From an optimization exercise on the open Yosys and OpenROAD flow, aimed at small area and a short achievable clock period; shortcuts taken in it are not production practice. RTL that was checked went through simulation tests only; none was proved equivalent to the original.

// adaptive_filter
module adaptive_filter(
    input wire clk,
    input wire rst_n,
    input wire [31:0] input_signal,
    input wire [31:0] desired_signal,
    output wire [31:0] filtered_signal
);
export LEC_CHECK = 0
export CAP_MARGIN = 20
export CORE_MARGIN = 2
export CORE_UTILIZATION = 55
export SETUP_SLACK_MARGIN = 3.5
export SLEW_MARGIN = 20
create_clock -name core_clock -period 7.5 [get_ports {clk}]
standard.sh (not shown) runs the stock make flow with config.mk's settings and CLKGATE_MAP_FILE= SYNTH_SCRIPT=/design/flow/synth_recipe.tcl, a recipe that flattens the netlist after the stock synthesis.
==> flow/flow/run.sh <==
#!/bin/bash
# Own layout flow: the standard flow (standard.sh, standard synthesis)
# with two changes:
# 1. Each input and output port gets a plain sky130_fd_sc_hd__buf_2 as its
#    port buffer (the standard flow picks clkdlybuf4s50_1, a slower and
#    larger delay cell). Every port is still buffered.
# 2. Clock tree synthesis runs with ORFS's usual arguments plus
#    -dont_use_dummy_load (no extra load cells hung on the clock tree).
set -euo pipefail
cd "$(dirname "$0")/.."
sed -e 's#^make \(.*\) "\${@:-finish}"$#make \1 "BUFFER_PORTS_ARGS=-buffer_cell sky130_fd_sc_hd__buf_2" "CTS_ARGS=-sink_clustering_enable -repair_clock_nets -dont_use_dummy_load" "${@:-finish}"#' \
  standard.sh > own_standard.sh
bash own_standard.sh finish > own_flow.log 2>&1
The baseline finished clean.
Rerun with:
==> flow/run.sh (new file) <==
#!/bin/bash
# synth_recipe.tcl (not shown) runs the flow's synth.tcl, then flattens the netlist and writes it again
# the make line also repeats each setting of config.mk as NAME=value (left out here)
make -C /OpenROAD-flow-scripts/flow DESIGN_CONFIG=/design/flow/config.mk WORK_HOME=/design/flow/orfs CLKGATE_MAP_FILE= SYNTH_SCRIPT=/design/flow/synth_recipe.tcl finish
CTS_BUF_LIST = sky130_fd_sc_hd__clkbuf_4 sky130_fd_sc_hd__clkbuf_8   (was unset)
removed: flow/flow/run.sh
removed: flow/standard.sh
What happened:
- design area went up by 2.8%
- fmax decreases by 0.35%
- worst setup slack degrades by 0.014 ns
- non-clock buffer count drops by 5
Rerun with:
==> flow/flow/run.sh (new file) <==
#!/bin/bash
# Own layout flow: the standard flow (standard.sh) with three changes:
# 1. The synthesis skips the generic 'abc -fast' pass that Yosys's synth runs
#    before ORFS extracts full/half adders, so the adder trees written in the
#    RTL reach extract_fa as written; ABC still maps all remaining logic at
#    the end, as in the standard flow. Registers and their names are the
#    standard synthesis's.
# 2. Each input and output port gets a plain sky130_fd_sc_hd__buf_2 as its
#    port buffer (the standard flow picks clkdlybuf4s50_1, a slower and
#    larger delay cell). Every port is still buffered.
# 3. Clock tree synthesis runs with ORFS's usual arguments plus
#    -dont_use_dummy_load (no extra load cells hung on the clock tree).
set -euo pipefail
cd "$(dirname "$0")/.."
sed '1s/.*/proc synth {args} { if {[lsearch -exact $args fine:] >= 0} { yosys synth -nofsm -noshare -noabc {*}$args } else { yosys synth -nofsm -noshare {*}$args } }/' \
  synth_recipe.tcl > own_synth.tcl
sed -e 's#synth_recipe\.tcl#own_synth.tcl#g' \
    -e 's#^make \(.*\) "\${@:-finish}"$#make \1 "BUFFER_PORTS_ARGS=-buffer_cell sky130_fd_sc_hd__buf_2" "CTS_ARGS=-sink_clustering_enable -repair_clock_nets -dont_use_dummy_load" "${@:-finish}"#' \
  standard.sh > own_standard.sh
bash own_standard.sh finish > own_flow.log 2>&1
==> flow/standard.sh (new file) <==
#!/bin/bash
# synth_recipe.tcl (not shown) runs the flow's synth.tcl, then flattens the netlist and writes it again
# the make line also repeats each setting of config.mk as NAME=value (left out here)
make -C /OpenROAD-flow-scripts/flow DESIGN_CONFIG=/design/flow/config.mk WORK_HOME=/design/flow/orfs CLKGATE_MAP_FILE= SYNTH_SCRIPT=/design/flow/synth_recipe.tcl "${@:-finish}"
CORE_UTILIZATION = 60   (was 55)
CTS_BUF_LIST = unset   (was sky130_fd_sc_hd__clkbuf_4 sky130_fd_sc_hd__clkbuf_8)
removed: flow/run.sh
Die area fell by about 10%.
Register-to-register slack loses 0.097 ns.
Rerun with:
CORE_UTILIZATION = 50   (was 60)
The new run completed with no timing, DRC or antenna violations.
Core utilization came out lower by 11 points.
Register-to-register slack loses 0.05 ns.
Final area came out higher slightly.
Setup slack loses 0.054 ns.
Sequential share of layout area came out lower by 0.27 points.
Rerun with:
==> flow/run.sh (new file) <==
#!/bin/bash
# synth_recipe.tcl (not shown) runs the flow's synth.tcl, then flattens the netlist and writes it again
# the make line also repeats each setting of config.mk as NAME=value (left out here)
make -C /OpenROAD-flow-scripts/flow DESIGN_CONFIG=/design/flow/config.mk WORK_HOME=/design/flow/orfs CLKGATE_MAP_FILE= SYNTH_SCRIPT=/design/flow/synth_recipe.tcl finish
CORE_UTILIZATION = 40   (was 50)
SETUP_SLACK_MARGIN = 3   (was 3.5)
removed: flow/flow/run.sh
removed: flow/standard.sh
Count of clock-buffer cells in the layout increases by 8.
Utilization decreases by 10 points.
Global-route usage decreases by 5.2 points.
Wire length increases slightly.
Fmax decreases by a few percent.
Design area increases by a few percent.
Non-clock buffer count decreases by 34.
Worst setup slack gets worse by 0.21 ns.

---

try-yarrow:
adaptive_filter, a different RTL version from the one above (not shown whole).
Size in the first run: about 1800 cells after synthesis, about 98 I/O pins, about 19000 um^2 of cells after synthesis.
Settings: LEC_CHECK=0, CAP_MARGIN=20, CORE_MARGIN=2, CORE_UTILIZATION=40, SETUP_SLACK_MARGIN=3, SLEW_MARGIN=20; clock period 7.5 ns.
run.sh (not shown) runs the stock make flow with config.mk's settings and CLKGATE_MAP_FILE= SYNTH_SCRIPT=/design/flow/synth_recipe.tcl, a recipe that flattens the netlist after the stock synthesis.
Stock flow here: none of the scripts above is used.
try-yarrow finished every step from synthesis to the final layout, and the layout passed the timing, design-rule and antenna checks.
[inputs] try-delta vs try-yarrow
Settings: SETUP_SLACK_MARGIN now 4, was 3.
==> summary.txt <==
Per the comparison of try-delta with try-yarrow, final setup slack of the worst path grew by 0.15 ns, highest clock rate shows an increase of 8.3 MHz. The final reports for try-delta and try-yarrow show number of clock buffers inserted by TritonCTS lower in the former. As far as post-route DRC violation count is concerned, try-delta and try-yarrow perform about the same. Looking at try-yarrow and try-delta, the instance count after placement with tap cells included is a wash. Between try-delta and try-yarrow, the sequential cell count figures differ only marginally. Going from try-yarrow to try-delta, final-layout non-clock buffer area share rose 2.8 points.
Relative to try-delta, the following input files were edited for try-maple:
Settings: a deleted SETUP_SLACK_MARGIN that had been 4.
--- outcome ---
- Compared with try-delta, in try-maple slack of the critical path went down, critical path depth did not really move.
- Going from try-delta to try-maple, cell area moved down; quantity of gates resized following cts now sits lower; overall track demand over capacity in global routing down 0.56 points.
Function was not checked in any run of this note: the RTL went through the layout flow alone.

---

adaptive_filter, a different RTL version from the one above (not shown whole).
Size: about 1700 cells after synthesis, ~290 flip-flops, ~0.018 mm^2 of cells after synthesis.
clock: 7.5 ns
lec_check: 0
cap_margin: 20
core_margin: 2
core_utilization: 55
setup_slack_margin: 3.5
slew_margin: 20
standard.sh (not shown) runs the stock make flow with config.mk's settings and CLKGATE_MAP_FILE= SYNTH_SCRIPT=/design/flow/synth_recipe.tcl, a recipe that flattens the netlist after the stock synthesis.
==> flow/flow/run.sh <==
#!/bin/bash
# Own layout flow: the standard flow (standard.sh) unchanged, except that
# the synthesis skips the generic 'abc -fast' pass that Yosys's synth runs
# before ORFS extracts full/half adders. Without it, the adder trees written
# in the RTL reach extract_fa as written, and ABC maps the remaining logic
# once, at the end, as in the standard flow. Registers, names and every
# later step are the standard ones.
set -euo pipefail
cd "$(dirname "$0")/.."
sed '1s/.*/proc synth {args} { if {[lsearch -exact $args fine:] >= 0} { yosys synth -nofsm -noshare -noabc {*}$args } else { yosys synth -nofsm -noshare {*}$args } }/' \
  synth_recipe.tcl > own_synth.tcl
head -1 own_synth.tcl > own_synth.head.log
sed 's#synth_recipe\.tcl#own_synth.tcl#g' standard.sh > own_standard.sh
bash own_standard.sh finish > own_flow.log 2>&1
Next try:
==> flow/run.sh (new file) <==
#!/bin/bash
# synth_recipe.tcl (not shown) runs the flow's synth.tcl, then flattens the netlist and writes it again
# the make line also repeats each setting of config.mk as NAME=value (left out here)
make -C /OpenROAD-flow-scripts/flow DESIGN_CONFIG=/design/flow/config.mk WORK_HOME=/design/flow/orfs CLKGATE_MAP_FILE= SYNTH_SCRIPT=/design/flow/synth_recipe.tcl finish
removed: flow/flow/run.sh
removed: flow/standard.sh
What happened:
- The changed run ran to the end with no violations
- cell count rises by 9.1%
- wire length came out higher by 6.2%
- worst setup slack improved by 0.12 ns
- clock-buffer cell count fell by 2
Next try:
==> flow/flow/run.sh (new file) <==
#!/bin/bash
# Own layout flow: the standard flow (standard.sh, standard synthesis)
# with two changes:
# 1. Each input and output port gets a plain sky130_fd_sc_hd__buf_2 as its
#    port buffer (the standard flow picks clkdlybuf4s50_1, a slower and
#    larger delay cell). Every port is still buffered.
# 2. Clock tree synthesis runs with ORFS's usual arguments plus
#    -dont_use_dummy_load (no extra load cells hung on the clock tree).
set -euo pipefail
cd "$(dirname "$0")/.."
sed -e 's#^make \(.*\) "\${@:-finish}"$#make \1 "BUFFER_PORTS_ARGS=-buffer_cell sky130_fd_sc_hd__buf_2" "CTS_ARGS=-sink_clustering_enable -repair_clock_nets -dont_use_dummy_load" "${@:-finish}"#' \
  standard.sh > own_standard.sh
bash own_standard.sh finish > own_flow.log 2>&1
==> flow/standard.sh (new file) <==
#!/bin/bash
# synth_recipe.tcl (not shown) runs the flow's synth.tcl, then flattens the netlist and writes it again
# the make line also repeats each setting of config.mk as NAME=value (left out here)
make -C /OpenROAD-flow-scripts/flow DESIGN_CONFIG=/design/flow/config.mk WORK_HOME=/design/flow/orfs CLKGATE_MAP_FILE= SYNTH_SCRIPT=/design/flow/synth_recipe.tcl "${@:-finish}"
removed: flow/run.sh
Outcome: The changed run went through all stages and came out clean; die area stays the same; final cell count drops by 0.94%; clock skew climbs by 0.020 ns; core utilization drops by 1.7 points; area after synthesis does not change.
No functional check of the RTL was part of any run of this note.

[what the ideal ports hide]
The flow's constraints put no driver on any port. The routed layouts listed below were extracted and timed again, unchanged, in two steps. Step 1 assumes that a clkbuf_16 drives the clock port and a buf_2 every other input. Step 2 times the ports against the registers' clock, not the clock port: input delays grow and output delays shrink by t, the midpoint of the rising clock arrivals with the driver on. a / b / c = no drivers / after step 1 / after step 2; a / b = the first two.
run | t (ns) | slack for setup (ns) | worst hold slack (ns) | worst setup path at the end | worst slew at a driven data input, ns
the first run of note 1 | 0.591 | 3.598 / 3.598 / 3.598 | 0.325 / 0.325 / 0.325 | register to register | 0.04
the second run of note 1 | 0.611 | 3.585 / 3.585 / 3.343 | 0.324 / 0.324 / 0.324 | input to register | 0.04
the third run of note 1 | 0.591 | 3.488 / 3.488 / 3.488 | 0.322 / 0.322 / 0.322 | register to register | 0.04
the fourth run of note 1 | 0.589 | 3.434 / 3.434 / 3.434 | 0.319 / 0.319 / 0.319 | register to register | 0.03
the fifth run of note 1 | 0.634 | 3.228 / 3.228 / 3.228 | 0.322 / 0.322 / 0.322 | register to register | 0.04
try-yarrow | 0.633 | 3.149 / 3.149 / 2.559 | 0.322 / 0.322 / 0.322 | input to register | 0.05
try-delta | 0.623 | 3.301 / 3.325 / 2.702 | 0.312 / 0.312 / 0.312 | input to register | 0.05
try-maple | 0.614 | 2.371 / 2.371 / 2.068 | 0.323 / 0.323 / 0.323 | input to register | 0.05
the first run of note 3 | 0.636 | 3.451 / 3.451 / 3.214 | 0.319 / 0.319 / 0.319 | input to register | 0.04
the second run of note 3 | 0.629 | 3.568 / 3.568 / 3.136 | 0.324 / 0.324 / 0.324 | input to register | 0.04
the third run of note 3 | 0.604 | 3.620 / 3.620 / 3.455 | 0.323 / 0.323 / 0.323 | input to register | 0.03
After both steps every run listed still meets setup and hold. The setup slack of try-delta, which loses most, moves by +0.024 ns with the drivers and by -0.599 ns with both steps.
